Source: an optimization exercise on an open RTL-to-GDS flow (aim: small area and a short achievable clock period). Production flows keep margins and buffers that such runs may drop.
RTL that was checked went through simulation tests only; none was proved equivalent to the original.
Function not checked in run 8: the RTL went through the layout flow alone.
Power is estimated from default activity; no workload was simulated.

### standard.sh
#!/bin/bash
# synth_recipe.tcl (not shown) runs the flow's synth.tcl, then flattens the netlist and writes it again
# the make line also repeats each setting of config.mk as NAME=value (left out here)
make -C /OpenROAD-flow-scripts/flow DESIGN_CONFIG=/design/flow/config.mk WORK_HOME=/design/flow/orfs CLKGATE_MAP_FILE= SYNTH_SCRIPT=/design/flow/synth_recipe.tcl "${@:-finish}"
### design.v
module SW2dec (switches, dec, leds);
	input  [9:0] switches;
	output [9:0] leds;
	output [3:0] dec;
	wire [9:0] below;    
	assign below[0] = 1'b0;
	genvar k;
	generate for (k = 1; k < 10; k = k + 1) begin : pre
		assign below[k] = below[k-1] | switches[k-1];
	end endgenerate
	assign leds[0]   = switches[0] | ~(below[9] | switches[9]);
	assign leds[9:1] = switches[9:1] & ~below[9:1];
	assign dec[0] = |(leds & 10'b0001101100);
	assign dec[1] = |(leds & 10'b1111101100);
	assign dec[2] = |(leds & 10'b0010001110);
	assign dec[3] = |(leds & 10'b1010111010);
endmodule
module seven_seg_driver(din, HEX);
	input [3:0] din;
	output [6:0] HEX;
	assign HEX[0] = (din[3] & ~din[1]);
	assign HEX[1] = (~din[2] & din[0]);
	assign HEX[2] = (~din[3] & din[2]);
	assign HEX[3] = (din[3] & ~din[0]);
	assign HEX[4] = (din[3]);
	assign HEX[5] = (din[2]);
	assign HEX[6] = (~din[3] & ~din[1]) | (din[2] & ~din[0]);
endmodule
module keypressed(clock, reset, enable_in, enable_out);
	input  clock;
	input  reset;        
	input  enable_in;    
	output enable_out;
	reg [1:0] key_state;    
	always @(posedge clock or negedge reset) begin
		if (reset == 1'b0)
			key_state <= 2'b00;
		else begin
			key_state[0] <= ~key_state[1] & ~enable_in;
			key_state[1] <= key_state[0] & enable_in;
		end
	end
	assign enable_out = key_state[1];
endmodule
module newton(r, y, d, b1, b3);
	input  [15:0] r;
	input  [11:0] y;
	output [15:0] d;
	output b1, b3;
	wire [15:0] ye = {3'b000, y[11], y[10:3], y[2:0], 1'b1};
	wire [4:0] bo;
	assign bo[0] = 1'b0;
	genvar i;
	generate for (i = 0; i < 4; i = i + 1) begin : dig
		wire [4:0] t = {1'b0, r[4*i+3:4*i]} - {1'b0, ye[4*i+3:4*i]} - bo[i];
		assign bo[i+1] = t[4];
		assign d[4*i+3:4*i] = t[4] ? t[3:0] + 4'd10 : t[3:0];
	end endgenerate
	assign b1 = bo[2];
	assign b3 = bo[4];
endmodule
module conv(c, d);
	input [3:0] c;
	output [3:0] d;
	assign d[0] = (c[3] & c[1]) | (c[2] & ~c[0]);
	assign d[1] = (~c[3] & c[0]) | (c[2] & c[1]);
	assign d[2] = (~c[2] & c[0]) | (c[3] & ~c[2] & ~c[1]) | (c[2] & c[1] & ~c[0]);
	assign d[3] = (~c[2] & c[1] & ~c[0]);
endmodule
module qdig(u, c);
	input [3:0] u;
	output [3:0] c;
	assign c[0] = (~u[3] & u[1]) | (u[3] & ~u[2] & ~u[1]);
	assign c[1] = (u[1]) | (u[3]);
	assign c[2] = (~u[3] & u[0]) | (u[1] & ~u[0]);
	assign c[3] = (~u[3] & u[0]) | (u[2]) | (u[3] & ~u[0]);
endmodule
module project3Top(CLOCK_50, SW, KEY, LED, HEX0, HEX1, HEX2, HEX3, HEX4, HEX5);
	input        CLOCK_50;
	input  [9:0] SW;
	input  [2:0] KEY;
	output [9:0] LED;
	output [6:0] HEX0, HEX1, HEX2, HEX3, HEX4, HEX5;
	wire        reset;
	wire [3:0]  push_num;
	reg  [23:0] num;      
	reg         mode;     
	reg  [3:0]  ks;       
	reg  [11:0] y;        
	assign reset = KEY[1];
	SW2dec F1 (.switches(SW), .dec(push_num), .leds(LED));
	seven_seg_driver S0(num[3:0],HEX0);
	seven_seg_driver S1(num[7:4],HEX1);
	seven_seg_driver S2(num[11:8],HEX2);
	seven_seg_driver S3(num[15:12],HEX3);
	seven_seg_driver S4(num[19:16],HEX4);
	seven_seg_driver S5(num[23:20],HEX5);
	wire push = ks[3];
	wire sqrt = ks[1];
	wire [1:0] push_next = {ks[2] & KEY[2], ~ks[3] & ~KEY[2]};
	wire [1:0] sqrt_next = {ks[0] & KEY[0], ~ks[1] & ~KEY[0]};
	wire [15:0] diff;
	wire        b1, b3;
	newton F2 (.r(num[15:0]), .y(y), .d(diff), .b1(b1), .b3(b3));
	wire [3:0] ph = ks;
	wire sub   = (ph == 4'd2) | (ph == 4'd4) | (ph == 4'd6);
	wire ge    = (ph == 4'd2) ? ~b1 : (~b3 | ((ph == 4'd6) & num[16]));
	wire take  = mode & sub & ge;
	wire rot   = (ph <= 4'd5);
	wire outd  = (ph >= 4'd9) & (ph <= 4'd11);
	wire ysh   = (ph == 4'd1) | (ph == 4'd3) | (ph == 4'd5) | (ph == 4'd9) | (ph == 4'd10);
	wire done  = (ph == 4'd12);
	wire shift = ~mode ? (push & ~sqrt & (num[23:20] == 4'd0)) : (~take & ~done);
	wire [3:0] qd, top_bcd;
	qdig Q (.u({y[11], y[10:8]}), .c(qd));
	conv C (.c(num[23:20]), .d(top_bcd));
	wire [3:0] ins = ~mode ? push_num : rot ? top_bcd : outd ? qd : 4'd0;
	always @(posedge CLOCK_50 or negedge reset) begin
		if (reset == 1'b0) begin
			mode <= 1'b0;
			ks   <= 4'd0;
			num  <= 24'h000000;
		end else begin
			if (~mode) begin
				if (sqrt) begin
					mode <= 1'b1;
					ks   <= 4'd0;
				end else
					ks <= {push_next, sqrt_next};
			end else if (~take & ~done)
				ks <= ks + 4'd1;
			if (shift)
				num <= {num[19:0], ins};
			else if (take) begin
				num[15:0] <= diff;
				num[16]   <= num[16] & ~b3;
			end
		end
	end
	always @(posedge CLOCK_50) begin
		if (~mode)
			y <= 12'd0;            
		else if (take) begin
			y[2:0] <= (y[2:0] == 3'd4) ? 3'd0 : y[2:0] + 3'd1;
			y[3]   <= y[3] | (y[2:0] == 3'd4);
		end else if (ysh)
			y <= {y[7], y[6:3], y[2:0], 1'b0, 3'd0};
	end
endmodule
### constraint.sdc
create_clock -name core_clock -period 120.0 [get_ports {CLOCK_50}]
set_input_delay 24.0000 -clock core_clock [delete_from_list [all_inputs] [get_ports {CLOCK_50}]]
set_output_delay 24.0000 -clock core_clock [all_outputs]
set_load 0.01 [all_outputs]
### flow/run.sh
#!/bin/bash
# Own layout flow: the standard ORFS flow, with these changes:
#  - synthesis maps logic with ABC scripts of our own (flow/abc_pass.tcl):
#    delay-oriented for the SW -> LED cone, area-oriented for the rest,
#    and without the half/full-adder cell extraction;
#  - the port buffers are buf_1 cells;
#  - clock tree synthesis adds no dummy loads.
# Registers, floorplan, power grid, CTS and routing are the standard flow's.
set -euo pipefail
W=$(pwd)
F=$W/flow

# ORFS's synth.tcl, with its abc call replaced by flow/abc_pass.tcl
sed 's#^\( *\)log_cmd abc {\*}$abc_args#\1set ::own_flow_dir '"$F"'\n\1source '"$F"'/abc_pass.tcl#' \
  "$FLOW_HOME/scripts/synth.tcl" > "$W/own_synth.tcl"
grep -q "abc_pass.tcl" "$W/own_synth.tcl"
sed 's#source \$::env(SCRIPTS_DIR)/synth.tcl#source '"$W"'/own_synth.tcl#' "$W/synth_recipe.tcl" > "$W/own_synth_recipe.tcl"
grep -q own_synth.tcl "$W/own_synth_recipe.tcl"

bash "$W/standard.sh" ADDER_MAP_FILE= SYNTH_SCRIPT="$W/own_synth_recipe.tcl" \
  "BUFFER_PORTS_ARGS=-buffer_cell sky130_fd_sc_hd__buf_1" \
  "CTS_ARGS=-buf_list sky130_fd_sc_hd__clkbuf_4 -root_buf sky130_fd_sc_hd__clkbuf_8 -sink_clustering_enable -repair_clock_nets -dont_use_dummy_load" finish > "$W/orfs_flow.log" 2>&1
### flow/abc_fast.script
strash
dch -f
map {D}
topo
buffer -p
upsize {D}
dnsize {D}
### config.mk
export PLATFORM = sky130hd
export DESIGN_NAME = project3Top
export DESIGN_NICKNAME = project3Top
export VERILOG_FILES = /design/flow/design.v
export SDC_FILE = /design/flow/constraint.sdc
export NUM_CORES = 4
export LEC_CHECK = 0
export ABC_CLOCK_PERIOD_IN_PS = 120000
export CAP_MARGIN = 20
export CORE_MARGIN = 2
export CORE_UTILIZATION = 40
export SETUP_SLACK_MARGIN = 5
export SLEW_MARGIN = 20
### flow/abc_pass.tcl
# Replaces ORFS's single abc call (sourced from own_synth.tcl).
# The LED outputs' cone (combinational from SW, the paths that set the
# achieved period) gets a delay-oriented mapping; the rest an area one.
set fast_args [lreplace $abc_args 1 1 $::own_flow_dir/abc_fast.script]
set i [lsearch -exact $fast_args -D]
if {$i >= 0} { set fast_args [lreplace $fast_args $i [expr {$i+1}]] }
lappend fast_args -D 100
log_cmd abc {*}$fast_args w:LED %ci*
set abc_args [lreplace $abc_args 1 1 $::own_flow_dir/abc.script]
log_cmd abc {*}$abc_args
### flow/abc.script
strash
&get -n
&deepsyn -J 200 -T 200
&put
dch -f
amap
topo
==> flow_metrics.tcl, run 1 <==
set metrics [dict create \
    numCtsBuffers 5 \
    cpMostUsedCell "buf_1" \
    clkTransAtPathRegs_ns 0.08 \
    drtAntennaViolNets 0 \
    wirelength_um 7150 \
    cp.arrival_ns 25.07 \
    ir_worst_vdd_uv 16.6 \
    tightest_slew_ns 0.907 \
    powerDensity_nw_per_um2 34.3 \
    antenna-diode-count 0 \
    rr_endpoint "num[9]$_DFFE_PN0P_" \
    chipHeight_um 84.5 \
    first_pass_iters 6 \
    grt_max_degree 30 \
    reg2regPathDepth 30 \
    maxCapViolCount 0 \
    synthFlopType "dfrtp_1" \
    synth_cells 358 \
    io_buffers 65 \
    grt_pass1_wl_um 12000 \
    cts_tree "done" \
    cts_resized 0 \
    io_pins 66 \
    h-tree-depth 2 \
    synth-seq-cells 41 \
    wl_per_cell_um 14.5 \
    cpPeakStageDelay_ns 0.32 \
    setup_viol 0 \
    cts_setup_buffers 0 \
    gp_congestion 0.845 \
    min_path_type "reg -> reg" \
    clock-sinks 41 \
    layout_common_cells "75 x nor2_1, 65 x buf_1, 55 x clkinv_1" \
    worstSkewPairLatency_ns 0.30 \
    report.final.slew_viol_count 0 \
    syn_nets 372 \
    rsz0062_at_grt "no" \
    crit_fanout 5 \
    synth_area_sq_um 2590 \
    synth_edf_count 0 \
    hold_viol 0 \
    syn_area_per_cell_sq_um 7.25 \
    grt_overflow_total 0 \
    critPathSlowestCell "nor4_2" \
    initial_core_util_pct 41.1 \
    ys_types 34 \
    hold_depth 2 \
    min_from "y[0]$_SDFFE_PN0P_" \
    synthArstFlopShare_pct 70.7 \
    vias 2782 \
    skew_ns 0.0124 \
    regToRegStartpoint "num[1]$_DFFE_PN0P_" \
    p_leak_nw 1.11 \
    area_delta_synth_final_pct 13.7 \
    viasPerCell 5.62 \
    tns_ns 0 \
    clock-root-buffer "clkbuf_8" \
    cts_hold_buf 0 \
    drc 0 \
    finalCriticalPeriod_ns 49.07 \
    drive_gt1_share_pct 2.63 \
    fillCellCount 673 \
    critPathLaunchType "primary input" \
    track_usage_pct 20.6 \
    synth-seq-area-share_pct 37.2 \
    path_class "in -> out" \
    worst-r2r-setup-slack_ns 112.89 \
    cp.required_ns 96.00 \
    clk_path_buf_depth 2 \
    crit_path_end_kind "output port" \
    slew-limit-headroom_pct 39.1 \
    min_period_over_period_pct 40.9 \
    status "timing/DRC/antenna clean" \
    antenna_found_initial 0 \
    crit_path_cell_trace "buf_1, nor4_2, nand4_1, nor3_1, buf_1" \
    die_w_um 84.5 \
    synth_warnings 1 \
    mostFrequentLayoutCell "nor2_1" \
    regArea_sq_um 966 \
    fmax_mhz 20.4 \
    die-area_sq_um 7140 \
    row_count 29 \
    num-nets-final 434 \
    holdWs_ns 0.508 \
    first_iter_violations 255 \
    grt_pass1_vias 2502 \
    core_sq_um 6310 \
    dp_hpwl_um 5400 \
    holdPathEnd "y[0]$_SDFFE_PN0P_" \
    multi_input_area_sq_um 1320 \
]
critical path: cells and delay by family:
kind          cells  cell delay [ns]
simple gates      3             0.76
buf+inv           2             0.31
state kept, by name (all words and copies together) (netlist names):
register  count
num          24
y            12
ks            4
mode          1
layout make-up:
type,instances,share of cell area [%]
Clock buffer,5,2.33
Inverter,65,8.27
Timing Repair Buffer,67,8.78
Tap cell,77,3.27
Multi-Input combinational cell,240,44.6
Sequential cell,41,32.7
worst max path at each step:
stage | startpoint | end | slack [ns]
global route | SW[0] | LED[8] | 70.75
finish | SW[1] | LED[8] | 70.93
detailed placement | SW[1] | LED[8] | 70.93
global placement | SW[1] | LED[8] | 70.96
CTS | SW[1] | LED[8] | 70.92
floorplan | SW[1] | LED[8] | 71.22
cell families after synthesis:
logic type	share of synthesized area (%)
DFF	37.2
AOI/OAI and AO/OA	29.2
buffers and inverters	12.9
and+or+nand+nor	20.6
per-layer routing:
layer	global-route usage, %	share of wire [%]	vias to the layer above
met5	0	0	-
met4	6.35	1.5	0
met3	3.64	5.6	10
met2	33.3	48	88
met1	28.2	45	1289
li1	-	-	1395
where the power goes:
| part | internal, W | switching, W |
|---|---|---|
| clock network | 0.00000375 | 0.00000452 |
| registers | 0.0000202 | 0.00000721 |
| logic | 0.0000230 | 0.0000425 |
synth_stat cells (all sizes together) (4+ instances only):
master | number | area (sq um)
o22ai | 26 | 163
dfxtp | 12 | 240
clkinv | 55 | 206
a222oi | 6 | 60.1
dfrtp | 29 | 726
inv | 10 | 37.5
nor3 | 14 | 70.1
nand2 | 16 | 60.1
a21oi | 26 | 130
o21ai | 21 | 105
o31ai | 6 | 45.0
nand3 | 6 | 30.0
nor2 | 75 | 282
buf | 12 | 90.1
nor4 | 4 | 37.5
o21a | 4 | 30.0
o32ai | 4 | 35.0
a22oi | 8 | 60.1
per-stage QoR:
step / util [%] / cell area [sq um] / setup WS [ns] / std cells / power, W
floorplan: - / 2590 / 71.22 / 358 / 0.0000760
global placement: 45.6 / 2880 / 70.96 / 490 / 0.0000925
detailed placement: 45.6 / 2880 / 70.93 / 490 / 0.0000928
CTS: 46.7 / 2950 / 70.92 / 495 / 0.000101
global route: 46.7 / 2950 / 70.75 / 495 / 0.000111
finish: 46.7 / 2950 / 70.93 / 495 / 0.000101
==> run 2: changes to the inputs <==
--- a/flow/run.sh
+++ b/flow/run.sh
@@ -19,4 +19,4 @@
 
 bash "$W/standard.sh" ADDER_MAP_FILE= SYNTH_SCRIPT="$W/own_synth_recipe.tcl" \
   "BUFFER_PORTS_ARGS=-buffer_cell sky130_fd_sc_hd__buf_1" \
-  "CTS_ARGS=-buf_list sky130_fd_sc_hd__clkbuf_4 -root_buf sky130_fd_sc_hd__clkbuf_8 -sink_clustering_enable -repair_clock_nets -dont_use_dummy_load" finish > "$W/orfs_flow.log" 2>&1
+  "CTS_ARGS=-buf_list sky130_fd_sc_hd__clkbuf_4 -root_buf sky130_fd_sc_hd__clkbuf_4 -sink_clustering_enable -sink_clustering_size 10 -repair_clock_nets -dont_use_dummy_load" finish > "$W/orfs_flow.log" 2>&1
==> run 2 against run 1 <==
Sequential share of layout area rose by 0.35 points. Non-clock buffer count stayed put. Clock skew up 0.0075 ns. Count of clock-buffer cells in the layout stayed put. Synthesized cell count stayed put. Register-to-register slack barely moved. Global-route usage unchanged. Critical path type unchanged. Largest cell class unchanged.
==> flow_metrics.tcl, run 2 <==
set metrics [dict create \
    cts_setup_buffers 0 \
    syn_area_per_cell_sq_um 7.25 \
    synth_edf_count 0 \
    track_usage_pct 20.6 \
    ir_worst_vdd_uv 15.3 \
    die-area_sq_um 7140 \
    antenna-diode-count 0 \
    synthFlopType "dfrtp_1" \
    synth_warnings 1 \
    fin_area_sq_um 2920 \
    cts_tree "done" \
    synth.area.top_cells "dfrtp_1 28%, nor2_1 11%, dfxtp_1 9.3%, clkinv_1 8.0%, o22ai_1 6.3%" \
    yosysMostFrequentCell "nor2_1" \
    synth_area_leader_cell "dfrtp_1" \
    synth_top_area_share_pct 28.0 \
    worstSkewPairLatency_ns 0.36 \
    syn_nets 372 \
    ys_types 34 \
    drive_gt1_share_pct 2.63 \
    chipHeight_um 84.5 \
    hold_viol 0 \
    top_regs "num: 24 flops, y: 12 flops, ks: 4 flops" \
    regMostFlops "num" \
    tns_ns 0 \
    rsz0062_at_grt "no" \
    grt_pass1_vias 2508 \
    grt_overflow_total 0 \
    cts_hold_buf 0 \
    status "timing/DRC/antenna clean" \
    first_iter_violations 256 \
    row_count 29 \
    synth_cells 358 \
    antenna_found_initial 0 \
    gr-usage-met1_pct 28.1 \
    core_sq_um 6310 \
    fmax_mhz 20.4 \
    setup_viol 0 \
    clock-sinks 41 \
    crit_path_end_kind "output port" \
    io_pins 66 \
    grt_max_degree 30 \
    gp_congestion 0.845 \
    vias 2795 \
    clkTransAtPathRegs_ns 0.12 \
    cp.required_ns 96.00 \
    maxCapViolCount 0 \
    grtUsageMet3_pct 3.34 \
    synth_area_sq_um 2590 \
    setup_slack_ns 70.93 \
    drtAntennaViolNets 0 \
    clk_path_buf_depth 2 \
    synth-seq-cells 41 \
    holdWs_ns 0.513 \
    powerDensity_nw_per_um2 34.0 \
    place_area_sq_um 2880 \
    cts_resized 0 \
    num-nets-final 434 \
    path_class "in -> out" \
    drc 0 \
    critPathLaunchType "primary input" \
    busiest_layer "met2" \
    tightest_slew_ns 0.926 \
    clock-root-buffer "clkbuf_4" \
    die_w_um 84.5 \
    initial_core_util_pct 41.1 \
    h-tree-depth 2 \
    crit_fanout 5 \
    io_buffers 65 \
    wirelength_um 7200 \
    p_leak_nw 1.09 \
    skew_ns 0.0199 \
    viasPerCell 5.65 \
    largest_register_ffs 24 \
    report.final.slew_viol_count 0 \
    area_delta_synth_final_pct 12.5 \
    first_pass_iters 8 \
    grt_pass1_wl_um 12000 \
    numCtsBuffers 5 \
    synthArstFlopShare_pct 70.7 \
    cp.arrival_ns 25.07 \
    pre_cts_slack_ns 70.93 \
    mostFrequentLayoutCell "nor2_1" \
    finalCriticalPeriod_ns 49.07 \
    synth_common_cells "75 x nor2_1, 55 x clkinv_1, 29 x dfrtp_1, 26 x a21oi_1, 26 x o22ai_1" \
    dp_hpwl_um 5400 \
    fin_util_pct 46.2 \
    min_period_over_period_pct 40.9 \
    wl_per_cell_um 14.5 \
    min_path_type "reg -> reg" \
    synth-seq-area-share_pct 37.2 \
    slew-limit-headroom_pct 37.8 \
    met2_usage_pct 33.4 \
    layout_common_cells "75 x nor2_1, 65 x buf_1, 55 x clkinv_1" \
]
==> run 2: cell counts after synthesis <==
Identical to the previous run, type by type.
==> run 2: layout make-up <==
class / instances / area [sq um]
tap: 77 / 96.3
timing repair buffer: 67 / 259
fill: 674 / 3390
sequential: 41 / 966
clock buffer: 5 / 37.5
multi-input combinational: 240 / 1320
inverter: 65 / 244
==> run 2: worst max-delay path, cell delays in order <==
cell and delay [ns]:
buf_1 0.13, nor4_2 0.32, nand4_1 0.20, nor3_1 0.24, buf_1 0.18
==> run 2: where the power goes <==
group / switching, W / leakage [nW] / internal (W)
sequential: 0.00000725 / 0.445 / 0.0000201
combinational: 0.0000427 / 0.624 / 0.0000230
clock: 0.00000435 / 0.0230 / 0.00000196
total: 0.0000543 / 1.09 / 0.0000451
==> run 2: routing by layer <==
| metal | vias to the layer above | share of wire (%) |
|---|---|---|
| met5 | - | 0 |
| met4 | 0 | 2.2 |
| met3 | 12 | 5.6 |
| met2 | 92 | 47 |
| met1 | 1298 | 46 |
| li1 | 1393 | - |
==> run 2: metrics by stage <==
| step | std cells | total power [W] |
|---|---|---|
| finish | 495 | 0.0000994 |
| global route | 495 | 0.000109 |
| CTS | 495 | 0.0000994 |
| detailed placement | 490 | 0.0000928 |
| global placement | 490 | 0.0000925 |
| floorplan | 358 | 0.0000760 |
==> run 2: kinds of logic (layout without fill, tap and decap cells) <==
family          count (synthesis)  in the layout  share of synthesized area, %
flops                          41             41                          37.2
simple gates                  124            124                          20.6
compound gates                116            116                          29.2
buf+inv                        77            137                          12.9
==> run 2: worst paths after layout <==
path	start	endpoint	slack, ns	cells after the start
worst min register to register	y[0]$_SDFFE_PN0P_	y[0]$_SDFFE_PN0P_	0.51	2
worst max-delay path	SW[1]	LED[8]	70.93	5
min in group asynchronous	KEY[1]	mode$_DFF_PN0_	23.62	2
worst min-delay path	y[0]$_SDFFE_PN0P_	y[0]$_SDFFE_PN0P_	0.51	2
max in group asynchronous	KEY[1]	num[5]$_DFFE_PN0P_	96.05	2
worst max register to register	num[1]$_DFFE_PN0P_	num[9]$_DFFE_PN0P_	112.88	30
==> run 3: changes to the inputs <==
--- a/flow/run.sh
+++ b/flow/run.sh
@@ -19,4 +19,4 @@
 
 bash "$W/standard.sh" ADDER_MAP_FILE= SYNTH_SCRIPT="$W/own_synth_recipe.tcl" \
   "BUFFER_PORTS_ARGS=-buffer_cell sky130_fd_sc_hd__buf_1" \
-  "CTS_ARGS=-buf_list sky130_fd_sc_hd__clkbuf_4 -root_buf sky130_fd_sc_hd__clkbuf_4 -sink_clustering_enable -sink_clustering_size 10 -repair_clock_nets -dont_use_dummy_load" finish > "$W/orfs_flow.log" 2>&1
+  "CTS_ARGS=-root_buf sky130_fd_sc_hd__clkbuf_8 -sink_clustering_buffer sky130_fd_sc_hd__clkbuf_16 -sink_clustering_enable -sink_clustering_max_diameter 500 -repair_clock_nets -dont_use_dummy_load" finish > "$W/orfs_flow.log" 2>&1
==> run 3 against run 2 <==
Worst hold slack lost 0.0054 ns. Area after synthesis unchanged. Combinational power hardly changed. Critical path depth unchanged. Routed wire length fell by 0.58%. Synthesized cell count did not move. Power rose by 1.8%. Critical path type unchanged.
==> flow_metrics.tcl, run 3 <==
set metrics [dict create \
    first_iter_violations 255 \
    fmax_mhz 20.4 \
    grt_pass1_vias 2502 \
    synthFlopType "dfrtp_1" \
    placed_cells 490 \
    io_pins 66 \
    rr_endpoint "num[9]$_DFFE_PN0P_" \
    viasPerCell 5.62 \
    holdPathEnd "y[0]$_SDFFE_PN0P_" \
    wirelength_um 7150 \
    row_count 29 \
    swShare_pct 53.6 \
    powerDensity_nw_per_um2 34.3 \
    top_regs "num: 24 flops, y: 12 flops, ks: 4 flops" \
    yosysMostFrequentCell "nor2_1" \
    critPathLaunchType "primary input" \
    io_buffers 65 \
    min_period_over_period_pct 40.9 \
    antenna_found_initial 0 \
    skew_ns 0.0124 \
    wl_per_cell_um 14.5 \
    report.final.slew_viol_count 0 \
    die-area_sq_um 7140 \
    pwr-share-seq_pct 27.1 \
    drc 0 \
    critPathLaunch "SW[1]" \
    ys_types 34 \
    cts_hold_buf 0 \
    synth_area_leader_cell "dfrtp_1" \
    hold_depth 2 \
    synth-seq-area-share_pct 37.2 \
    antenna-diode-count 0 \
    ir_worst_vdd_uv 16.6 \
    min_path_type "reg -> reg" \
    num-nets-final 434 \
    tns_ns 0 \
    tightest_slew_ns 0.907 \
    reg2regPathDepth 30 \
    synth_warnings 1 \
    cts_tree "done" \
    clock-sinks 41 \
    syn_nets 372 \
    numCtsBuffers 5 \
    worstSkewPairLatency_ns 0.30 \
    clk_path_buf_depth 2 \
    p_int_w 0.0000469 \
    power.switching_w 0.0000543 \
    mostFrequentLayoutCell "nor2_1" \
    p_clk_share_pct 8.2 \
    p_leak_nw 1.11 \
    initial_core_util_pct 41.1 \
    core_sq_um 6310 \
    regMostFlops "num" \
    synth_common_cells "75 x nor2_1, 55 x clkinv_1, 29 x dfrtp_1, 26 x a21oi_1, 26 x o22ai_1" \
    area_delta_synth_final_pct 13.7 \
    synth_edf_count 0 \
    clock-root-buffer "clkbuf_8" \
    drive_gt1_share_pct 2.63 \
    final_cells 495 \
    synth_cells 358 \
    setup_viol 0 \
    cts_setup_buffers 0 \
    track_usage_pct 20.6 \
    synth.area.top_cells "dfrtp_1 28%, nor2_1 11%, dfxtp_1 9.3%, clkinv_1 8.0%, o22ai_1 6.3%" \
    first_pass_iters 6 \
    worst-r2r-setup-slack_ns 112.89 \
    maxCapViolCount 0 \
    crit_path_end_kind "output port" \
    fin_area_sq_um 2950 \
    regToRegStartpoint "num[1]$_DFFE_PN0P_" \
    cts_resized 0 \
    slew-limit-headroom_pct 39.1 \
    cp.arrival_ns 25.07 \
    vias 2782 \
    die_w_um 84.5 \
    min_from "y[0]$_SDFFE_PN0P_" \
    grt_max_degree 30 \
    rsz0062_at_grt "no" \
    clkTransAtPathRegs_ns 0.08 \
    synth_top_area_share_pct 28.0 \
    holdWs_ns 0.508 \
    h-tree-depth 2 \
    synthArstFlopShare_pct 70.7 \
    synth_area_sq_um 2590 \
    largest_register_ffs 24 \
    chipHeight_um 84.5 \
    hold_viol 0 \
    syn_area_per_cell_sq_um 7.25 \
    status "timing/DRC/antenna clean" \
    fin_util_pct 46.7 \
    layout_common_cells "75 x nor2_1, 65 x buf_1, 55 x clkinv_1" \
    crit_fanout 5 \
    cp.required_ns 96.00 \
    drtAntennaViolNets 0 \
    place_area_sq_um 2880 \
    grt_overflow_total 0 \
    path_class "in -> out" \
    dp_hpwl_um 5400 \
    gp_congestion 0.845 \
    fillCellCount 673 \
    grt_pass1_wl_um 12000 \
    synth-seq-cells 41 \
    finalCriticalPeriod_ns 49.07 \
    combPwrFrac_pct 64.8 \
]
==> run 3: final cells by class <==
class                           instances  area (sq um)  area share, %
Timing Repair Buffer                   67           259           8.78
Tap cell                               77          96.3           3.27
Clock buffer                            5          68.8           2.33
Sequential cell                        41           966           32.7
Multi-Input combinational cell        240          1320           44.6
Inverter                               65           244           8.27
==> run 3: through the flow <==
step | power (W) | setup WS (ns)
2_1_floorplan | 0.0000760 | 71.22
3_3_place_gp | 0.0000925 | 70.96
3_5_place_dp | 0.0000928 | 70.93
4_1_cts | 0.000101 | 70.92
5_1_grt | 0.000111 | 70.75
6_report | 0.000101 | 70.93
==> run 3: worst max-delay path: stages <==
cell	delay [ns]
buf_1	0.13
nor4_2	0.32
nand4_1	0.20
nor3_1	0.24
buf_1	0.18
==> run 3: power by group through the flow <==
| stage | combinational [W] | sequential, W | clock (W) |
|---|---|---|---|
| CTS | 0.0000655 | 0.0000274 | 0.00000851 |
| global route | 0.0000738 | 0.0000284 | 0.00000922 |
| detailed placement | 0.0000653 | 0.0000276 | 0 |
| global placement | 0.0000649 | 0.0000276 | 0 |
| finish | 0.0000655 | 0.0000274 | 0.00000827 |
| floorplan | 0.0000505 | 0.0000255 | 0 |
==> run 3: kinds of logic (layout without fill, tap and decap cells) <==
group	count (synthesis)	count (layout)	synth area share [%]
buf+inv	77	137	12.9
simple gates	124	124	20.6
compound gates	116	116	29.2
flops	41	41	37.2
==> run 3: worst max path at each step <==
stage / endpoint / depth (start not counted)
floorplan: LED[8] / 3
global placement: LED[8] / 5
detailed placement: LED[8] / 5
CTS: LED[8] / 5
global route: LED[8] / 5
finish: LED[8] / 5
==> run 3: routing by layer <==
| layer | wire (um) | track usage (%) | vias up |
|---|---|---|---|
| li1 | - | - | 1395 |
| met1 | 3250 | 28.2 | 1289 |
| met2 | 3400 | 33.3 | 88 |
| met3 | 401 | 3.64 | 10 |
| met4 | 106 | 6.35 | 0 |
| met5 | 0 | 0 | - |
==> run 4: changes to the inputs <==
--- a/flow/run.sh
+++ b/flow/run.sh
@@ -19,4 +19,4 @@
 
 bash "$W/standard.sh" ADDER_MAP_FILE= SYNTH_SCRIPT="$W/own_synth_recipe.tcl" \
   "BUFFER_PORTS_ARGS=-buffer_cell sky130_fd_sc_hd__buf_1" \
-  "CTS_ARGS=-root_buf sky130_fd_sc_hd__clkbuf_8 -sink_clustering_buffer sky130_fd_sc_hd__clkbuf_16 -sink_clustering_enable -sink_clustering_max_diameter 500 -repair_clock_nets -dont_use_dummy_load" finish > "$W/orfs_flow.log" 2>&1
+  "CTS_ARGS=-buf_list sky130_fd_sc_hd__clkbuf_16 -root_buf sky130_fd_sc_hd__clkbuf_16 -sink_clustering_buffer sky130_fd_sc_hd__clkbuf_16 -sink_clustering_enable -sink_clustering_max_diameter 500 -repair_clock_nets -dont_use_dummy_load" finish > "$W/orfs_flow.log" 2>&1
==> run 4 against run 3 <==
Register-to-register slack improved by 0.04 ns. Count of clock-buffer cells in the layout unchanged. Highest routed layer unchanged. Critical endpoint unchanged. Worst hold slack got worse by 0.0037 ns. Area after synthesis unchanged. Clock power increased by 49%.
==> flow_metrics.tcl, run 4 <==
set metrics [dict create \
    maxCapViolCount 0 \
    antenna-diode-count 0 \
    crit_family "simple AND/OR/NAND/NOR gates" \
    dp_hpwl_um 5400 \
    pre_cts_slack_ns 70.93 \
    tightest_slew_ns 0.893 \
    setup_slack_ns 70.93 \
    first_pass_iters 6 \
    synth_edf_count 0 \
    cp.arrival_ns 25.07 \
    p_leak_nw 1.13 \
    synth_area_sq_um 2590 \
    syn_nets 372 \
    rsz0062_at_grt "no" \
    synth_warnings 1 \
    cts_setup_buffers 0 \
    ys_types 34 \
    min_path_type "reg -> reg" \
    finalCriticalPeriod_ns 49.07 \
    synth_area_leader_cell "dfrtp_1" \
    drtAntennaViolNets 0 \
    status "timing/DRC/antenna clean" \
    io_pins 66 \
    total_power_w 0.000105 \
    h-tree-depth 2 \
    num-nets-final 434 \
    wirelength_um 7170 \
    numCtsBuffers 5 \
    ir_worst_vdd_uv 16.4 \
    min_period_over_period_pct 40.9 \
    drc 0 \
    grt_pass1_wl_um 12000 \
    synth-seq-cells 41 \
    synth_common_cells "75 x nor2_1, 55 x clkinv_1, 29 x dfrtp_1, 26 x a21oi_1, 26 x o22ai_1" \
    fmax_mhz 20.4 \
    largest_register_ffs 24 \
    syn_area_per_cell_sq_um 7.25 \
    path_class "in -> out" \
    die_w_um 84.5 \
    report.final.slew_viol_count 0 \
    gp_congestion 0.845 \
    layout_common_cells "75 x nor2_1, 65 x buf_1, 55 x clkinv_1" \
    synth_cells 358 \
    regMostFlops "num" \
    synthFlopType "dfrtp_1" \
    cts_tree "done" \
    fin_util_pct 47.6 \
    row_count 29 \
    cpPeakStageDelay_ns 0.32 \
    area_delta_synth_final_pct 15.9 \
    holdWs_ns 0.504 \
    setup_viol 0 \
    drive_gt1_share_pct 2.63 \
    crit_fanout 5 \
    cts_hold_buf 0 \
    worstSkewPairLatency_ns 0.28 \
    slew-limit-headroom_pct 40.0 \
    clkTransAtPathRegs_ns 0.06 \
    skew_ns 0.00866 \
    track_usage_pct 20.6 \
    first_iter_violations 224 \
    cp.required_ns 96.00 \
    synth.area.top_cells "dfrtp_1 28%, nor2_1 11%, dfxtp_1 9.3%, clkinv_1 8.0%, o22ai_1 6.3%" \
    vias 2805 \
    antenna_found_initial 0 \
    viasPerCell 5.67 \
    powerDensity_nw_per_um2 35.0 \
    clock-root-buffer "clkbuf_16" \
    synth-seq-area-share_pct 37.2 \
    crit_path_cell_trace "buf_1, nor4_2, nand4_1, nor3_1, buf_1" \
    tns_ns 0 \
    critPathLaunchType "primary input" \
    io_buffers 65 \
    yosysMostFrequentCell "nor2_1" \
    grt_max_degree 30 \
    mostFrequentLayoutCell "nor2_1" \
    crit_path_end_kind "output port" \
    core_sq_um 6310 \
    chipHeight_um 84.5 \
    clk_path_buf_depth 2 \
    cpMostUsedCell "buf_1" \
    cp.buffers_inverters 2 \
    cts_resized 0 \
    grt_pass1_vias 2500 \
    synthArstFlopShare_pct 70.7 \
    clock-sinks 41 \
    wl_per_cell_um 14.5 \
    grt_overflow_total 0 \
    worst-r2r-setup-slack_ns 112.93 \
    initial_core_util_pct 41.1 \
    hold_viol 0 \
    critPathSlowestCell "nor4_2" \
    die-area_sq_um 7140 \
    synth_top_area_share_pct 28.0 \
    top_regs "num: 24 flops, y: 12 flops, ks: 4 flops" \
]
[run 4: per-layer routing]
| metal | share of wire, % | track usage [%] |
|---|---|---|
| met1 | 46 | 28.1 |
| met2 | 47 | 33.3 |
| met3 | 5.2 | 3.64 |
| met4 | 1.6 | 6.78 |
| met5 | 0 | 0 |
[run 4: report_power, final]
group	internal (W)	leakage, nW	switching (W)
clock network	0.00000734	0.0616	0.00000493
logic	0.0000230	0.624	0.0000426
registers	0.0000202	0.445	0.00000719
[run 4: tightest hold or removal path, cell delays in order, from the launching register on]
cell     delay [ns]
dfxtp_1        0.32
nor2_1         0.10
nor2_1         0.04
[run 4: final timing paths]
path | start | end | depth (start not counted)
max | SW[1] | LED[8] | 5
min | y[0]$_SDFFE_PN0P_ | y[0]$_SDFFE_PN0P_ | 2
max reg2reg | num[1]$_DFFE_PN0P_ | num[9]$_DFFE_PN0P_ | 30
min reg2reg | y[0]$_SDFFE_PN0P_ | y[0]$_SDFFE_PN0P_ | 2
max in group asynchronous | KEY[1] | num[7]$_DFFE_PN0P_ | 2
min in group asynchronous | KEY[1] | num[9]$_DFFE_PN0P_ | 2
[run 4: cell type report]
| cell class | count | area (sq um) |
|---|---|---|
| Sequential cell | 41 | 966 |
| Multi-Input combinational cell | 240 | 1320 |
| Tap cell | 77 | 96.3 |
| Inverter | 65 | 244 |
| Clock buffer | 5 | 125 |
| Fill cell | 665 | 3310 |
| Timing Repair Buffer | 67 | 259 |
[run 4: logic make-up after synthesis]
kind of cell	after synthesis	synth area share (%)
and+or+nand+nor	124	20.6
buffers and inverters	77	12.9
AOI/OAI and AO/OA	116	29.2
DFF	41	37.2
[run 4: metrics by stage]
| stage | instance area, sq um | std cells |
|---|---|---|
| after floorplan | 2590 | 358 |
| after global placement | 2880 | 490 |
| after detailed placement | 2880 | 490 |
| after CTS | 3010 | 495 |
| after global routing | 3010 | 495 |
| final | 3010 | 495 |
==> run 5: changes to the inputs <==
--- a/flow/run.sh
+++ b/flow/run.sh
@@ -5,7 +5,7 @@
 #    and without the half/full-adder cell extraction;
 #  - the port buffers are buf_1 cells;
 #  - clock tree synthesis adds no dummy loads.
-# Registers, floorplan, power grid, CTS and routing are the standard flow's.
+# Registers, floorplan, power grid, placement and routing are the standard flow's.
 set -euo pipefail
 W=$(pwd)
 F=$W/flow
@@ -19,4 +19,4 @@
 
 bash "$W/standard.sh" ADDER_MAP_FILE= SYNTH_SCRIPT="$W/own_synth_recipe.tcl" \
   "BUFFER_PORTS_ARGS=-buffer_cell sky130_fd_sc_hd__buf_1" \
-  "CTS_ARGS=-buf_list sky130_fd_sc_hd__clkbuf_16 -root_buf sky130_fd_sc_hd__clkbuf_16 -sink_clustering_buffer sky130_fd_sc_hd__clkbuf_16 -sink_clustering_enable -sink_clustering_max_diameter 500 -repair_clock_nets -dont_use_dummy_load" finish > "$W/orfs_flow.log" 2>&1
+  "CTS_ARGS=-sink_clustering_enable -repair_clock_nets -dont_use_dummy_load" finish > "$W/orfs_flow.log" 2>&1
==> flow/abc.script (replaced) <==
strash
&get -n
&deepsyn -J 1000
&put
dch -f
amap -F 10 -A 10
topo
==> run 5 against run 4 <==
Cell count is 1.6% lower. Register-to-register slack improved by 0.96 ns. Area after synthesis shrank 0.14%. Count of clock-buffer cells in the layout did not move. Critical path type unchanged. Largest cell class unchanged.
==> flow_metrics.tcl, run 5 <==
set metrics [dict create \
    status "timing/DRC/antenna clean" \
    synth_edf_count 0 \
    synth.area.mux_share_pct 0 \
    regMostFlops "num" \
    initial_core_util_pct 41.0 \
    synth_compound_area_share_pct 30.8 \
    cpMostUsedCell "buf_1" \
    worst-r2r-setup-slack_ns 113.89 \
    synth-simple-area-share_pct 18.6 \
    hold_depth 2 \
    dr.max_layer_used "met4" \
    hold_viol 0 \
    io_pins 66 \
    clkTransAtPathRegs_ns 0.09 \
    wl_met1_um 3300 \
    synth_warnings 1 \
    reg2regPathDepth 30 \
    maxCapViolCount 0 \
    core_sq_um 6310 \
    cts_tree "done" \
    critPathLaunchType "primary input" \
    cts_hold_buf 0 \
    fin_util_pct 46.4 \
    clk_path_buf_depth 2 \
    synth-seq-area-share_pct 37.3 \
    cts_resized 0 \
    num-nets-final 426 \
    syn_area_per_cell_sq_um 7.40 \
    setup_viol 0 \
    path_class "in -> out" \
    drtAntennaViolNets 0 \
    tns_ns 0 \
    viasPerCell 5.73 \
    grt_overflow_total 0 \
    wirelength_um 7350 \
    numCtsBuffers 5 \
    grt_pass1_wl_um 12100 \
    synth_area_leader_cell "dfrtp_1" \
    synth-seq-cells 41 \
    synth_common_cells "63 x nor2_1, 58 x clkinv_1, 37 x o22ai_1, 29 x dfrtp_1, 21 x o21ai_0" \
    yosysMostFrequentCell "nor2_1" \
    wl_met2_um 3520 \
    top_regs "num: 24 flops, y: 12 flops, ks: 4 flops" \
    gp_congestion 0.887 \
    p_int_w 0.0000481 \
    ys_types 35 \
    report.final.slew_viol_count 0 \
    die_w_um 84.5 \
    clock-root-buffer "clkbuf_8" \
    min_from "y[7]$_SDFFE_PN0P_" \
    crit_path_end_kind "output port" \
    grt_pass1_vias 2454 \
    swShare_pct 53.5 \
    crit_path_cell_trace "buf_1, nor4_2, nand4_1, nor3_1, buf_1" \
    worstSkewPairLatency_ns 0.31 \
    regToRegStartpoint "num[1]$_DFFE_PN0P_" \
    synth_area_sq_um 2590 \
    mostFrequentLayoutCell "buf_1" \
    wl_met3_um 430 \
    first_iter_violations 233 \
    synthAdderAreaFrac_pct 0 \
    antenna_found_initial 0 \
    cp.required_ns 96.00 \
    synth.area.top_cells "dfrtp_1 28%, dfxtp_1 9.3%, nor2_1 9.1%, o22ai_1 8.9%, clkinv_1 8.4%" \
    crit_fanout 5 \
    cp.arrival_ns 25.11 \
    dp_hpwl_um 5410 \
    skew_ns 0.0236 \
    holdPathEnd "y[11]$_SDFFE_PN0P_" \
    synth_cells 350 \
    p_leak_nw 1.10 \
    grt_max_degree 30 \
    io_buffers 65 \
    ir_worst_vdd_uv 12.6 \
    finalCriticalPeriod_ns 49.11 \
    p_clk_share_pct 8.3 \
    slew-limit-headroom_pct 32.9 \
    pwr-share-seq_pct 27.6 \
    power.switching_w 0.0000553 \
    syn_nets 364 \
    drc 0 \
    antenna-diode-count 0 \
    rr_endpoint "num[0]$_DFFE_PN0P_" \
    largest_register_ffs 24 \
    cts_setup_buffers 0 \
    h-tree-depth 2 \
    yosys.area_share.xor_xnor_pct 0 \
    row_count 29 \
    drive_gt1_share_pct 2.44 \
    chipHeight_um 84.5 \
    critPathSlowestCell "nor4_2" \
    vias 2791 \
    crit_family "simple AND/OR/NAND/NOR gates" \
    first_pass_iters 6 \
    synthArstFlopShare_pct 70.7 \
    clock-sinks 41 \
    cpPeakStageDelay_ns 0.32 \
    tightest_slew_ns 1.00 \
    fmax_mhz 20.4 \
    cp.buffers_inverters 2 \
    min_period_over_period_pct 40.9 \
    area_delta_synth_final_pct 13.0 \
    powerDensity_nw_per_um2 35.3 \
    layout_common_cells "65 x buf_1, 62 x nor2_1, 58 x clkinv_1" \
    combPwrFrac_pct 64.2 \
    min_path_type "reg -> reg" \
    wl_per_cell_um 15.1 \
    track_usage_pct 20.8 \
    die-area_sq_um 7130 \
    rsz0062_at_grt "no" \
    synth_top_family_by_area "compound AO/OA/AOI/OAI gates" \
    synthFlopType "dfrtp_1" \
    synth_top_area_share_pct 28.0 \
]
-- run 5: cell types whose count changed in the layout (fill, tap and decap cells not counted), sizes merged, moves of 3 or more --
cell,delta
clkinv,+3
o22ai,+11
a21o,+4
nor2,-12
a22oi,-3
a222oi,+6
a21oi,-7
nor2b,-3
o31ai,-4
-- run 5: power by group through the flow --
stage	combinational [W]	clock [W]	sequential, W
3_5_place_dp	0.0000658	0	0.0000287
5_1_grt	0.0000745	0.00000925	0.0000299
4_1_cts	0.0000661	0.00000870	0.0000285
3_3_place_gp	0.0000650	0	0.0000287
2_1_floorplan	0.0000517	0	0.0000264
6_report	0.0000663	0.00000854	0.0000285
-- run 5: worst reg2reg max path, delay by kind of cell (launching register included) --
family	cells	cell delay, ns
DFF	1	0.48
and+or+nand+nor	9	2.31
AOI/OAI and AO/OA	15	2.30
buffers and inverters	6	0.88
-- run 5: layout make-up --
cell class	count	area, sq um
Clock buffer	5	68.8
Inverter	68	255
Sequential cell	41	966
Fill cell	676	3390
Timing Repair Buffer	67	259
Multi-Input combinational cell	229	1280
Tap cell	77	96.3
-- run 5: per-layer routing --
layer | global-route usage, % | vias up
met5 | 0 | -
met3 | 4.23 | 11
met4 | 6.35 | 0
li1 | - | 1386
met1 | 27.8 | 1312
met2 | 34.2 | 82
-- run 5: metrics by stage --
stage               std cells  cell area, sq um  hold WS, ns  worst slack, ns  total power, W
floorplan                 350              2590        0.476            71.23       0.0000781
global placement          482              2860        0.505            70.95       0.0000937
detailed placement        482              2860        0.515            70.90       0.0000945
CTS                       487              2920        0.518            70.89        0.000103
global route              487              2930        0.542            70.77        0.000114
finish                    487              2930        0.506            70.89        0.000103
-- run 5: logic make-up after synthesis --
family,after synthesis
flip-flops,41
AND/OR/NAND/NOR,110
AO/OA/AOI/OAI,119
buffers and inverters,80
-- run 5: how the worst max path moves through the flow --
stage          slack, ns     end  depth (start not counted)  start
3_5_place_dp       70.90  LED[8]                          5  SW[1]
6_report           70.89  LED[8]                          5  SW[1]
3_3_place_gp       70.95  LED[8]                          5  SW[1]
4_1_cts            70.89  LED[8]                          5  SW[1]
2_1_floorplan      71.23  LED[8]                          3  SW[1]
5_1_grt            70.77  LED[8]                          5  SW[1]
==> run 6: changes to the inputs <==
==> flow/abc.script (replaced) <==
strash
&get -n
&deepsyn -J 1000
&put
dch -f
amap
topo
==> run 6 against run 5 <==
Clock skew shrank 0.015 ns. Critical path type unchanged. Flip-flop and latch count is the same. Combinational power shrank 0.9%. Setup slack lost 0.020 ns. Largest cell class unchanged. Routed wire length grew 2.0%. Via count grew 0.39%. Final area grew 0.38%. Synthesized cell count grew 2.3%.
==> flow_metrics.tcl, run 6 <==
set metrics [dict create \
    antenna_found_initial 0 \
    hold_viol 0 \
    clk_path_buf_depth 2 \
    die_w_um 84.6 \
    holdPathEnd "y[11]$_SDFFE_PN0P_" \
    synth-seq-cells 41 \
    io_pins 66 \
    min_from "y[7]$_SDFFE_PN0P_" \
    regMostFlops "num" \
    clkTransAtPathRegs_ns 0.07 \
    cts_tree "done" \
    reg2regPathDepth 27 \
    num-nets-final 435 \
    numCtsBuffers 5 \
    pwr-share-seq_pct 26.9 \
    maxCapViolCount 0 \
    report.final.slew_viol_count 0 \
    cts_hold_buf 0 \
    syn_area_per_cell_sq_um 7.25 \
    worst-r2r-setup-slack_ns 114.05 \
    chipHeight_um 84.6 \
    crit_fanout 5 \
    cp.arrival_ns 25.13 \
    ys_types 35 \
    first_iter_violations 200 \
    antenna-diode-count 0 \
    drtAntennaViolNets 0 \
    drive_gt1_share_pct 2.39 \
    grt_pass1_vias 2476 \
    drc 0 \
    total_power_w 0.000102 \
    wirelength_um 7500 \
    critPathLaunchType "primary input" \
    row_count 29 \
    fin_area_sq_um 2940 \
    synth.area.top_cells "dfrtp_1 28%, nor2_1 11%, dfxtp_1 9.3%, clkinv_1 7.2%, o22ai_1 6.3%" \
    place_area_sq_um 2870 \
    holdWs_ns 0.527 \
    synth-seq-area-share_pct 37.2 \
    h-tree-depth 2 \
    gp_congestion 0.823 \
    clock-root-buffer "clkbuf_8" \
    top_regs "num: 24 flops, y: 12 flops, ks: 4 flops" \
    path_class "in -> out" \
    dp_hpwl_um 5580 \
    track_usage_pct 21.1 \
    synth_cells 358 \
    powerDensity_nw_per_um2 34.6 \
    core_sq_um 6310 \
    grt_pass1_wl_um 12100 \
    synthFlopType "dfrtp_1" \
    first_pass_iters 6 \
    synth_warnings 1 \
    min_period_over_period_pct 40.9 \
    die-area_sq_um 7150 \
    ir_worst_vdd_uv 11.8 \
    combPwrFrac_pct 64.7 \
    mostFrequentLayoutCell "nor2_1" \
    layout_common_cells "76 x nor2_1, 65 x buf_1, 50 x clkinv_1" \
    clock-sinks 41 \
    yosysMostFrequentCell "nor2_1" \
    min_path_type "reg -> reg" \
    cp.required_ns 96.00 \
    cts_setup_buffers 0 \
    largest_register_ffs 24 \
    slew-limit-headroom_pct 43.2 \
    crit_path_end_kind "output port" \
    rsz0062_at_grt "no" \
    skew_ns 0.00864 \
    power.switching_w 0.0000545 \
    synth_top_area_share_pct 28.0 \
    setup_slack_ns 70.87 \
    synth_edf_count 0 \
    synthArstFlopShare_pct 70.7 \
    area_delta_synth_final_pct 13.2 \
    vias 2802 \
    synth_common_cells "76 x nor2_1, 50 x clkinv_1, 29 x dfrtp_1, 26 x o22ai_1, 25 x o21ai_0" \
    pre_cts_slack_ns 70.90 \
    status "timing/DRC/antenna clean" \
    hold_depth 2 \
    synth_area_leader_cell "dfrtp_1" \
    finalCriticalPeriod_ns 49.13 \
    setup_viol 0 \
    worstSkewPairLatency_ns 0.30 \
    tns_ns 0 \
    io_buffers 65 \
    wl_per_cell_um 15.1 \
    grt_overflow_total 0 \
    grt_max_degree 30 \
    regToRegStartpoint "num[1]$_DFFE_PN0P_" \
    p_clk_share_pct 8.4 \
    cts_resized 0 \
    synth_area_sq_um 2600 \
    viasPerCell 5.65 \
    initial_core_util_pct 41.1 \
    p_leak_nw 1.13 \
    rr_endpoint "num[1]$_DFFE_PN0P_" \
    tightest_slew_ns 0.849 \
    fmax_mhz 20.4 \
    p_int_w 0.0000470 \
    syn_nets 372 \
    swShare_pct 53.7 \
]
## run 6: worst max path at each step
stage,startpoint,endpoint,slack (ns)
2_1_floorplan,SW[1],LED[8],71.23
6_report,SW[1],LED[8],70.87
5_1_grt,SW[1],LED[8],70.78
3_5_place_dp,SW[1],LED[8],70.90
4_1_cts,SW[1],LED[8],70.89
3_3_place_gp,SW[1],LED[7],70.97
## run 6: power by group through the flow
stage                     sequential, W  combinational, W   clock (W)
after floorplan               0.0000255         0.0000500           0
after global routing          0.0000284         0.0000735  0.00000935
after global placement        0.0000275         0.0000646           0
final                         0.0000273         0.0000657  0.00000856
after detailed placement      0.0000275         0.0000657           0
after CTS                     0.0000273         0.0000658  0.00000866
## run 6: cell families (layout without fill, tap and decap cells)
logic type      count (synthesis)  after routing  share of synthesized area (%)
compound gates                112            112                           28.6
buf+inv                        72            133                           12.1
flops                          41             41                           37.2
simple gates                  133            133                           22.1
## run 6: area by class of cell
| type | count | area [sq um] |
|---|---|---|
| clock buffers | 5 | 68.8 |
| fillers | 682 | 3380 |
| inverters | 60 | 225 |
| multi-input cells | 245 | 1320 |
| flip-flops and latches | 41 | 966 |
| well taps | 77 | 96.3 |
| repair buffers | 68 | 267 |
## run 6: per-layer routing
metal | vias to the layer above | track usage (%) | routed length (um)
li1 | 1400 | - | -
met1 | 1294 | 30.2 | 3540
met2 | 99 | 33.3 | 3420
met3 | 9 | 2.95 | 434
met4 | 0 | 5.92 | 102
met5 | - | 0 | 0
## run 6: per-stage QoR
| step | instances | utilization (%) |
|---|---|---|
| 6_report | 496 | 46.5 |
| 5_1_grt | 496 | 46.5 |
| 4_1_cts | 496 | 46.5 |
| 3_5_place_dp | 491 | 45.4 |
| 3_3_place_gp | 491 | 45.4 |
| 2_1_floorplan | 358 | - |
## run 6: worst max-delay path: stages
cell and delay [ns]:
buf_1 0.12, nor4_2 0.33, nand4_1 0.20, nor3_1 0.29, buf_1 0.19
==> run 7: changes to the inputs <==
==> flow/abc.script (replaced) <==
strash
&get -n
&deepsyn -J 1000
&put
dch -f
amap -F 20 -A 20
topo
==> run 7 against run 6 <==
Synthesized cell count shrank 2.5%. Worst hold slack lost 0.013 ns. Largest cell class unchanged. Cell count shrank 2.0%. Die area shrank 0.41%. Largest power group unchanged. Non-clock buffer count shrank 1. Clock power shrank 2.5%. Sequential power grew 4%.
==> flow_metrics.tcl, run 7 <==
set metrics [dict create \
    holdWs_ns 0.513 \
    gp_congestion 0.846 \
    syn_area_per_cell_sq_um 7.41 \
    synth_area_leader_cell "dfrtp_1" \
    grtUsageMet3_pct 4.13 \
    layout_common_cells "65 x buf_1, 63 x nor2_1, 58 x clkinv_1" \
    ir_worst_vdd_uv 18.6 \
    cp.required_ns 96.00 \
    min_path_type "reg -> reg" \
    tns_ns 0 \
    finalCriticalPeriod_ns 49.11 \
    synth-seq-area-share_pct 37.4 \
    worstSkewPairLatency_ns 0.30 \
    hold_viol 0 \
    die-area_sq_um 7120 \
    first_pass_iters 6 \
    tightest_slew_ns 1.06 \
    clock-root-buffer "clkbuf_8" \
    dp_hpwl_um 5420 \
    crit_path_end "LED[9]" \
    grt_pass1_vias 2505 \
    antenna_found_initial 0 \
    gr-usage-met1_pct 28.1 \
    synth_cells 349 \
    die_w_um 84.4 \
    core_sq_um 6310 \
    drive_gt1_share_pct 2.20 \
    synth_warnings 1 \
    vias 2744 \
    min_period_over_period_pct 40.9 \
    grt_pass1_wl_um 12100 \
    synth_common_cells "63 x nor2_1, 58 x clkinv_1, 37 x o22ai_1, 29 x dfrtp_1, 21 x o21ai_0" \
    grt_overflow_total 0 \
    crit_path_end_kind "output port" \
    reg2regPathDepth 29 \
    cts_resized 0 \
    busiest_layer "met2" \
    critPathLaunch "SW[0]" \
    cts_hold_buf 0 \
    cpPeakStageDelay_ns 0.30 \
    chipHeight_um 84.4 \
    cts_setup_buffers 0 \
    fmax_mhz 20.4 \
    num-nets-final 425 \
    clock-sinks 41 \
    synthFlopType "dfrtp_1" \
    wl_per_cell_um 14.9 \
    mostFrequentLayoutCell "buf_1" \
    numCtsBuffers 5 \
    ys_types 36 \
    h-tree-depth 2 \
    clkTransAtPathRegs_ns 0.08 \
    synth_top_area_share_pct 28.1 \
    powerDensity_nw_per_um2 35.2 \
    synth-seq-cells 41 \
    clk_path_buf_depth 2 \
    grt_max_degree 30 \
    viasPerCell 5.65 \
    met2_usage_pct 33.3 \
    rsz0062_at_grt "no" \
    wirelength_um 7250 \
    pre_cts_slack_ns 70.89 \
    antenna-diode-count 0 \
    io_pins 66 \
    track_usage_pct 20.7 \
    synth_edf_count 0 \
    setup_viol 0 \
    slew-limit-headroom_pct 28.7 \
    cts_tree "done" \
    syn_nets 363 \
    synth_area_sq_um 2580 \
    synthArstFlopShare_pct 70.7 \
    regToRegStartpoint "num[0]$_DFFE_PN0P_" \
    yosysMostFrequentCell "nor2_1" \
    skew_ns 0.0126 \
    first_iter_violations 194 \
    top_regs "num: 24 flops, y: 12 flops, ks: 4 flops" \
    io_buffers 65 \
    path_class "in -> out" \
    critPathSlowestCell "nor4_2" \
    setup_slack_ns 70.89 \
    report.final.slew_viol_count 0 \
    rr_endpoint "num[10]$_DFFE_PN0P_" \
    crit_path_cell_trace "buf_1, nor4_2, nand4_1, nor4_2, buf_1" \
    synth.area.top_cells "dfrtp_1 28%, dfxtp_1 9.3%, nor2_1 9.1%, o22ai_1 9.0%, clkinv_1 8.4%" \
    crit_fanout 6 \
    worst-r2r-setup-slack_ns 113.81 \
    critPathLaunchType "primary input" \
    status "timing/DRC/antenna clean" \
    fillCellCount 677 \
    area_delta_synth_final_pct 12.9 \
    initial_core_util_pct 40.9 \
    row_count 29 \
    regMostFlops "num" \
    drtAntennaViolNets 0 \
    maxCapViolCount 0 \
    p_leak_nw 1.09 \
    drc 0 \
    largest_register_ffs 24 \
    cp.arrival_ns 25.11 \
]
[run 7: cell type report]
class                      count  area [sq um]  share of cell area, %
tap                           77          96.3                   3.30
sequential                    41           966                   33.1
inverter                      68           255                   8.74
multi-input combinational    228          1270                   43.6
clock buffer                   5          68.8                   2.36
timing repair buffer          67           259                   8.87
[run 7: logic make-up (layout without fill, tap and decap cells)]
family	Yosys count	after routing	share of synthesized area [%]
DFF	41	41	37.4
AOI/OAI and AO/OA	119	119	30.7
buffers and inverters	80	140	13.4
and+or+nand+nor	109	109	18.5
[run 7: stage by stage]
stage	cells	power, W	instance area, sq um	util (%)
3_3_place_gp	481	0.0000936	2850	45.1
6_report	486	0.000103	2920	46.2
2_1_floorplan	349	0.0000781	2580	-
4_1_cts	486	0.000103	2920	46.2
3_5_place_dp	481	0.0000943	2850	45.1
5_1_grt	486	0.000113	2920	46.2
[run 7: critical path: cells and delay by family]
family / cells / cell delay, ns
buffers and inverters: 2 / 0.33
and+or+nand+nor: 3 / 0.78
[run 7: how the worst min path moves through the flow]
stage / startpoint / to / slack [ns] / cells after the start
after global placement: y[7]$_SDFFE_PN0P_ / y[11]$_SDFFE_PN0P_ / 0.51 / 2
final: y[7]$_SDFFE_PN0P_ / y[11]$_SDFFE_PN0P_ / 0.51 / 2
after floorplan: y[3]$_SDFFE_PN0P_ / y[7]$_SDFFE_PN0P_ / 0.48 / 2
after CTS: y[7]$_SDFFE_PN0P_ / y[11]$_SDFFE_PN0P_ / 0.51 / 2
after detailed placement: y[7]$_SDFFE_PN0P_ / y[11]$_SDFFE_PN0P_ / 0.51 / 2
after global routing: y[7]$_SDFFE_PN0P_ / y[11]$_SDFFE_PN0P_ / 0.55 / 2
[run 7: report_power, final]
| part | internal, W | total (W) | switching (W) |
|---|---|---|---|
| clock network | 0.00000375 | 0.00000835 | 0.00000459 |
| registers | 0.0000203 | 0.0000285 | 0.00000812 |
| logic | 0.0000239 | 0.0000660 | 0.0000421 |
| total | 0.0000480 | 0.000103 | 0.0000548 |
[run 7: layer usage]
layer	vias up	share of wire [%]
li1	1381	-
met2	100	47
met5	-	0
met4	0	1.8
met3	11	5.8
met1	1252	46
==> run 8: changes to the inputs <==
--- a/design.v
+++ b/design.v
@@ -108,7 +108,7 @@
 	wire take  = mode & sub & ge;
 	wire rot   = (ph <= 4'd5);
 	wire outd  = (ph >= 4'd9) & (ph <= 4'd11);
-	wire ysh   = (ph == 4'd1) | (ph == 4'd3) | (ph == 4'd5) | (ph == 4'd9) | (ph == 4'd10);
+	wire ysh   = ~mode | (ph == 4'd1) | (ph == 4'd3) | (ph == 4'd5) | (ph == 4'd9) | (ph == 4'd10);
 	wire done  = (ph == 4'd12);
 	wire shift = ~mode ? (push & ~sqrt & (num[23:20] == 4'd0)) : (~take & ~done);
 	wire [3:0] qd, top_bcd;
@@ -138,9 +138,7 @@
 		end
 	end
 	always @(posedge CLOCK_50) begin
-		if (~mode)
-			y <= 12'd0;            
-		else if (take) begin
+		if (take) begin
 			y[2:0] <= (y[2:0] == 3'd4) ? 3'd0 : y[2:0] + 3'd1;
 			y[3]   <= y[3] | (y[2:0] == 3'd4);
 		end else if (ysh)
==> flow/abc.script (replaced) <==
strash
&get -n
&deepsyn -J 1000
&put
dch -f
amap
topo
==> run 8 against run 7 <==
Still clean on timing, DRC and antenna. Final area is 3.2% higher. Core utilization is 0.92 points higher. Combinational power is 1% higher. Power is 3.9% higher. Sequential power is 12% higher. Clock power is 2% lower. Critical path type unchanged.
==> flow_metrics.tcl, run 8 <==
set metrics [dict create \
    io_pins 66 \
    cts_tree "done" \
    tns_ns 0 \
    grt_pass1_wl_um 12200 \
    wl_met3_um 349 \
    h-tree-depth 2 \
    cp.arrival_ns 25.06 \
    synthFlopType "dfrtp_1" \
    setup_slack_ns 70.94 \
    antenna_found_initial 0 \
    clkTransAtPathRegs_ns 0.08 \
    layout_common_cells "84 x nor2_1, 65 x buf_1, 49 x clkinv_1" \
    first_pass_iters 5 \
    synth.area.top_cells "dfrtp_1 27%, edfxtp_1 14%, nor2_1 12%, clkinv_1 6.9%, o21ai_0 4.3%" \
    synth-seq-cells 41 \
    row_count 29 \
    area_delta_synth_final_pct 13.4 \
    rsz0062_at_grt "no" \
    mostFrequentLayoutCell "nor2_1" \
    grt_overflow_total 0 \
    clock-root-buffer "clkbuf_8" \
    wl_met2_um 3360 \
    cp.required_ns 96.00 \
    path_class "in -> out" \
    regMostFlops "num" \
    syn_nets 369 \
    ys_types 32 \
    wl_met1_um 3400 \
    powerDensity_nw_per_um2 35.5 \
    crit_fanout 3 \
    synth-seq-area-share_pct 40.9 \
    fmax_mhz 20.4 \
    tightest_slew_ns 0.589 \
    crit_path_end "LED[8]" \
    track_usage_pct 20.5 \
    critPathLaunchType "primary input" \
    min_period_over_period_pct 40.9 \
    status "timing/DRC/antenna clean" \
    pre_cts_slack_ns 70.95 \
    die-area_sq_um 7310 \
    worstSkewPairLatency_ns 0.29 \
    drtAntennaViolNets 0 \
    regToRegStartpoint "y[0]$_SDFFCE_PP0P_" \
    maxCapViolCount 0 \
    skew_ns 0.0190 \
    numCtsBuffers 5 \
    synth_cells 355 \
    worst-r2r-setup-slack_ns 114.04 \
    dp_hpwl_um 5390 \
    gp_congestion 0.947 \
    syn_area_per_cell_sq_um 7.48 \
    hold_depth 0 \
    synth_area_sq_um 2660 \
    core_sq_um 6390 \
    die_w_um 85.5 \
    critPathLaunch "SW[2]" \
    viasPerCell 5.53 \
    synth_edf_count 12 \
    largest_register_ffs 24 \
    drc 0 \
    chipHeight_um 85.5 \
    hold_viol 0 \
    drive_gt1_share_pct 3.11 \
    grt_pass1_vias 2599 \
    synthArstFlopShare_pct 70.7 \
    report.final.slew_viol_count 0 \
    ir_worst_vdd_uv 16.0 \
    yosysMostFrequentCell "nor2_1" \
    setup_viol 0 \
    io_buffers 65 \
    cts_setup_buffers 0 \
    crit_path_end_kind "output port" \
    clock-sinks 41 \
    grt_max_degree 30 \
    top_regs "num: 24 flops, y: 12 flops, ks: 4 flops" \
    first_iter_violations 154 \
    synth_warnings 1 \
    finalCriticalPeriod_ns 49.06 \
    reg2regPathDepth 29 \
    rr_endpoint "num[16]$_DFFE_PN0P_" \
    dr.max_layer_used "met4" \
    synth_top_area_share_pct 27.3 \
    num-nets-final 434 \
    clk_path_buf_depth 2 \
    synth_area_leader_cell "dfrtp_1" \
    slew-limit-headroom_pct 60.3 \
    cts_hold_buf 0 \
    wirelength_um 7190 \
    initial_core_util_pct 41.6 \
    synth_common_cells "84 x nor2_1, 49 x clkinv_1, 30 x nand2_1, 29 x dfrtp_1, 23 x o21ai_0" \
    wl_per_cell_um 14.5 \
    antenna-diode-count 0 \
    vias 2736 \
    p_leak_nw 1.15 \
    min_path_type "reg -> reg" \
    cts_resized 0 \
]
[run 8: cell types whose count changed after synthesis, sizes merged, moves of 4 or more]
cell and change:
o22ai -22, nor2 +21, nand2 +16, dfxtp -12, edfxtp +12, a222oi -9
clkinv -9, a221oi +7, a21o -4
[run 8: area by class of cell]
cell class,count,area [sq um]
fill,657,3370
inverter,59,221
clock buffer,5,68.8
tap,77,96.3
timing repair buffer,70,282
sequential,41,1090
multi-input combinational,243,1260
[run 8: cell families after synthesis]
kind of cell	synth area share (%)
AND/OR/NAND/NOR	23.1
AO/OA/AOI/OAI	24.3
buffers and inverters	11.7
flip-flops	40.9
[run 8: worst min path at each step]
stage | startpoint | to | slack, ns
floorplan | y[6]$_DFFE_PP_ | y[10]$_DFFE_PP_ | 0.43
global placement | y[6]$_DFFE_PP_ | y[10]$_DFFE_PP_ | 0.45
detailed placement | y[6]$_DFFE_PP_ | y[10]$_DFFE_PP_ | 0.45
CTS | y[6]$_DFFE_PP_ | y[10]$_DFFE_PP_ | 0.48
global route | y[6]$_DFFE_PP_ | y[10]$_DFFE_PP_ | 0.49
finish | y[6]$_DFFE_PP_ | y[10]$_DFFE_PP_ | 0.47
[run 8: power by group]
part / total (W) / switching, W / internal, W
logic: 0.0000669 / 0.0000432 / 0.0000237
clock network: 0.00000818 / 0.00000442 / 0.00000375
registers: 0.0000318 / 0.00000838 / 0.0000234
total: 0.000107 / 0.0000560 / 0.0000508
[run 8: worst max-delay path, stage by stage]
cell,delay (ns)
buf_1,0.11
nor4_2,0.29
nand4_1,0.19
nor3_1,0.27
buf_1,0.20
[run 8: metal layers]
metal / global-route usage (%) / vias to the layer above
met1: 28.5 / 1273
li1: - / 1367
met4: 5.34 / 0
met2: 33.3 / 87
met3: 3.40 / 9
met5: 0 / -
[run 8: stage by stage]
stage / utilization (%) / total power [W] / hold slack (ns) / area, sq um / cells
final: 47.2 / 0.000107 / 0.474 / 3010 / 495
after global placement: 46.1 / 0.0000980 / 0.448 / 2940 / 490
after global routing: 47.2 / 0.000119 / 0.489 / 3010 / 495
after floorplan: - / 0.0000811 / 0.435 / 2660 / 355
after CTS: 47.2 / 0.000107 / 0.475 / 3010 / 495
after detailed placement: 46.1 / 0.0000987 / 0.454 / 2940 / 490

==> what the ideal ports hide <==
The flow's constraints put no driver on any port. The routed layouts listed below were extracted and timed again, unchanged, in two steps.
Step 1 (the two cells are an assumption about what drives the block):
set clk [get_ports {CLOCK_50}]
set_driving_cell -lib_cell sky130_fd_sc_hd__clkbuf_16 $clk
set_driving_cell -lib_cell sky130_fd_sc_hd__buf_2 [delete_from_list [all_inputs] $clk]
Step 2 adds t to the input delays and takes it off the output delays; t is the mean of the earliest and latest rising clock arrival at the registers after step 1. Input paths then give back, and output paths get back, about the clock's delay inside the block.
Slacks: no drivers / after step 1 / after step 2; pairs: no drivers / after step 1.
run	t, ns	setup slack, ns	hold WS [ns]	worst setup path at the end	worst register clock-pin slew, ns
run 1	0.321	70.930 / 70.910 / 70.910	0.508 / 0.508 / 0.508	input to output	0.08 / 0.08
run 2	0.377	70.930 / 70.910 / 70.910	0.513 / 0.513 / 0.513	input to output	0.12 / 0.12
run 3	0.321	70.930 / 70.910 / 70.910	0.508 / 0.508 / 0.508	input to output	0.08 / 0.08
run 4	0.315	70.934 / 70.914 / 70.914	0.504 / 0.504 / 0.504	input to output	0.06 / 0.06
run 5	0.325	70.890 / 70.861 / 70.861	0.506 / 0.506 / 0.506	input to output	0.09 / 0.09
run 6	0.323	70.870 / 70.850 / 70.850	0.527 / 0.527 / 0.527	input to output	0.08 / 0.08
run 7	0.317	70.889 / 70.867 / 70.867	0.513 / 0.513 / 0.513	input to output	0.08 / 0.08
run 8	0.309	70.940 / 70.921 / 70.921	0.474 / 0.474 / 0.474	input to output	0.08 / 0.08
After both steps setup and hold are still met in every run listed. The setup slack of run 5, which loses most, moves by -0.029 ns with the drivers and by -0.029 ns with both steps.
